Source: an optimization exercise on an open RTL-to-GDS flow (aim: small area). Production flows keep margins and buffers that such runs may drop. At most, simulation tests tie the RTL to the original design; equivalence was not proved. No driver is modelled on the clock port, so clock power and skew are understated where the tree is cut down; a real chip needs a root buffer or a tree. Power figures rest on the tool's default switching activity, not on a simulated workload.

== juniper ==
Design pedal, start of the top module:
module pedal (
    input  logic        clk,
    input  logic        rst,
    input  logic [31:0] x,
    input  logic [1:0]  en,
    input  logic [3:0]  dist_options,
    input  logic [3:0]  trem_options,
    output logic [31:0] y
);
logic [31:0] y_dist;
logic tick_380, tick_190, tick_95, tick_48;
logic [2:0] par;    
clk_slow u_clk_slow (
    .clk_in   (clk),
    .rst      (rst),
    .par      (par),
    .tick_380 (tick_380),
    .tick_190 (tick_190),
    .tick_95  (tick_95),
    .tick_48  (tick_48)
);
distortion u_distortion (
    .x       (x),
    .y       (y_dist),
    .clk_48  (clk),
    .rst     (rst),
    .options (dist_options),
    .en      (en[0])
);
trem u_trem (
    .x        (y_dist),
    .y        (y),
    .clk_48   (clk),
    .rst      (rst),
    .clk_190  (tick_190),
    .clk_380  (tick_380),
    .clk_95   (tick_95),
    .clk_48hz (tick_48),
    .options  (trem_options),
    .en       (en[1]),
    .par      (par)
);
endmodule
Size: ~1,400 cells after synthesis, about 0.0094 mm^2 of cells after synthesis.
Settings: LEC_CHECK=0, ABC_AREA=1, CAP_MARGIN=0, CORE_MARGIN=2, CORE_UTILIZATION=60, CTS_BUF_LIST=sky130_fd_sc_hd__clkbuf_8, CTS_CLUSTER_SIZE=30, SLEW_MARGIN=0; clock period 10.0 ns.
standard.sh (not shown) runs the stock make flow with config.mk's settings and CLKGATE_MAP_FILE= SYNTH_SCRIPT=/design/flow/synth_recipe.tcl, a recipe that flattens the netlist after the stock synthesis.
==> flow/flow/run.sh <==
#!/bin/bash
# The standard layout with these changes, none to the synthesis:
#  - the port buffers are the smallest buffer cell (buf_1);
#  - between synthesis and floorplan, flow/fixinv2.py picks the polarity of
#    each full adder so that the netlist needs the fewest inverters, and sets
#    each logic cell to the smallest drive of its kind (placement-time repair
#    sizes up what needs it); the logic function and registers are unchanged;
#  - the clock tree is built by flow/mycts.tcl (run as the CTS step's PRE hook):
#    the clock port drives four clkbuf_16, each at the centre of a cluster of
#    flip-flops, so every flip-flop is one buffer from the port.
# Each tool's output goes to a log here.
set -euo pipefail
HERE=$(pwd)
ARGS=("BUFFER_PORTS_ARGS=-buffer_cell sky130_fd_sc_hd__buf_1"
      "PRE_CTS_TCL=$HERE/flow/mycts.tcl")
R=orfs/results/sky130hd/pedal/base
bash standard.sh "${ARGS[@]}" synth > synth.log 2>&1
cp $R/1_2_yosys.v 1_2_yosys.synth.v
python3 flow/fixinv2.py 1_2_yosys.synth.v $R/1_2_yosys.v --downsize > fixinv.log 2>&1
rm -f $R/1_synth.odb
bash standard.sh "${ARGS[@]}" finish > standard.log 2>&1
Other scripts of this flow, unchanged in this note and not shown: flow/flow/fixinv2.py, flow/flow/mycts.tcl
Input-level comparison between pepper and juniper:
--- a/flow/design.v
+++ b/flow/design.v
@@ -1227,48 +1227,48 @@
 assign m148 = m102 ^ m103 ^ m147;
 assign m149 = (m102 & m103) | (m147 & (m102 ^ m103));
 assign m150 = m104 ^ m105 ^ m149;
 assign m151 = (m104 & m105) | (m149 & (m104 ^ m105));
 assign m152 = m106 ^ m107 ^ m151;
 assign m153 = (m106 & m107) | (m151 & (m106 ^ m107));
-assign m154 = m108 ^ m109;
-assign m155 = m108 & m109;
+assign m154 = m108 ^ m109 ^ m153;
+assign m155 = (m108 & m109) | (m153 & (m108 ^ m109));
 assign m156 = m110 ^ m111 ^ m155;
 assign m157 = (m110 & m111) | (m155 & (m110 ^ m111));
-assign m158 = m112 ^ m113 ^ m157;
-assign m159 = (m112 & m113) | (m157 & (m112 ^ m113));
+assign m158 = m112 ^ m113;
+assign m159 = m112 & m113;
 assign m160 = m114 ^ m115 ^ m159;
 assign m161 = (m114 & m115) | (m159 & (m114 ^ m115));
 assign m162 = m116 ^ m117 ^ m161;
 assign m163 = (m116 & m117) | (m161 & (m116 ^ m117));
 assign m164 = m118 ^ m119 ^ m163;
 assign m165 = (m118 & m119) | (m163 & (m118 ^ m119));
 assign m166 = m120 ^ m121 ^ m165;
 assign m167 = (m120 & m121) | (m165 & (m120 ^ m121));
 assign m168 = m122 ^ m123 ^ m167;
-logic [11:0]  p_lo;
-logic [7:0] p_hi;
+logic [13:0]  p_lo;
+logic [5:0] p_hi;
 logic        p_c;
-logic [7:0] p_hi_sum;   
-logic [8:0] inc_c;
+logic [5:0] p_hi_sum;   
+logic [6:0] inc_c;
 assign inc_c[0] = p_c;
 genvar gi;
-for (gi = 0; gi < 8; gi = gi + 1) begin : g_inc
+for (gi = 0; gi < 6; gi = gi + 1) begin : g_inc
     assign p_hi_sum[gi]  = p_hi[gi] ^ inc_c[gi];
     assign inc_c[gi + 1] = p_hi[gi] & inc_c[gi];
 end
 always_ff @(posedge clk_48) begin
     if (rst) begin
-        p_lo <= 12'h0;
-        p_hi <= 8'h0;
+        p_lo <= 14'h0;
+        p_hi <= 6'h0;
         p_c  <= 1'b0;
         y    <= 32'h0;
     end else if (active) begin
-        p_lo <= {m152, m150, m148, m146, m144, m142, m140, m138, m136, m134, m132, m130};
-        p_hi <= {m168, m166, m164, m162, m160, m158, m156, m154};
-        p_c  <= m153;
+        p_lo <= {m156, m154, m152, m150, m148, m146, m144, m142, m140, m138, m136, m134, m132, m130};
+        p_hi <= {m168, m166, m164, m162, m160, m158};
+        p_c  <= m157;
         y    <= {12'h000, p_hi_sum, p_lo};
     end else begin
         y <= x;
     end
 end
 endmodule
### Flow results
- NOTE total number of multi-input combinational cells juniper->pepper decreased slightly
- In pepper, global-route usage is lower than in juniper.
- Against juniper as the reference, pepper delivers a higher worst stage delay on the critical path.
- Looking at beginning of the critical path, the trem_options[3] result is from pepper; the x[0] one comes from juniper.
- Re utilization: pepper is 0.36 points up on juniper.
- Worst slack after detailed placement on pepper is behind juniper.
- pepper against juniper: wire length shows a reduction of 4.4%; routed length on met3 fell about 17%; share of the clock period used by the worst path after layout higher; global-route met3 utilization went up by 0.29 points.
- Die span in y of pepper is on par with juniper.
- Comparing pepper and juniper, routability congestion estimate is higher on juniper.
- Final area: pepper and juniper compared, lower one is juniper
- Power: pepper draws more than juniper
For pepper, only the layout was checked, not whether the RTL still works. In every run of this note, the design's own scripts or RTL, not TritonCTS, make the clock network.

[port drivers added, routing unchanged]
In the flow no input, the clock included, has a driving cell. The finished layouts below were timed again as built, in two steps.
Step 1 (the two cells are an assumption about what drives the block):
set clk [get_ports {clk}]
set_driving_cell -lib_cell sky130_fd_sc_hd__clkbuf_16 $clk
set_driving_cell -lib_cell sky130_fd_sc_hd__buf_2 [delete_from_list [all_inputs] $clk]
Step 2 times the ports against the registers' clock, not the clock port: input delays grow and output delays shrink by t, the midpoint of the rising clock arrivals with the driver on.
Slacks: ideal / step 1 / step 2; pairs: ideal / step 1.
run | t, ns | setup slack, ns | worst register clock-pin slew, ns | pins driven straight from the clock port
juniper | 0.256 | 0.827 / 0.895 / 0.639 | 0.11 / 0.11 | 4
pepper | 0.269 | 0.504 / 0.579 / 0.309 | 0.12 / 0.12 | 4
After both steps every run listed still meets setup and hold. For pepper, which loses most, drivers alone change the setup slack by +0.075 ns; drivers and shift together by -0.195 ns.
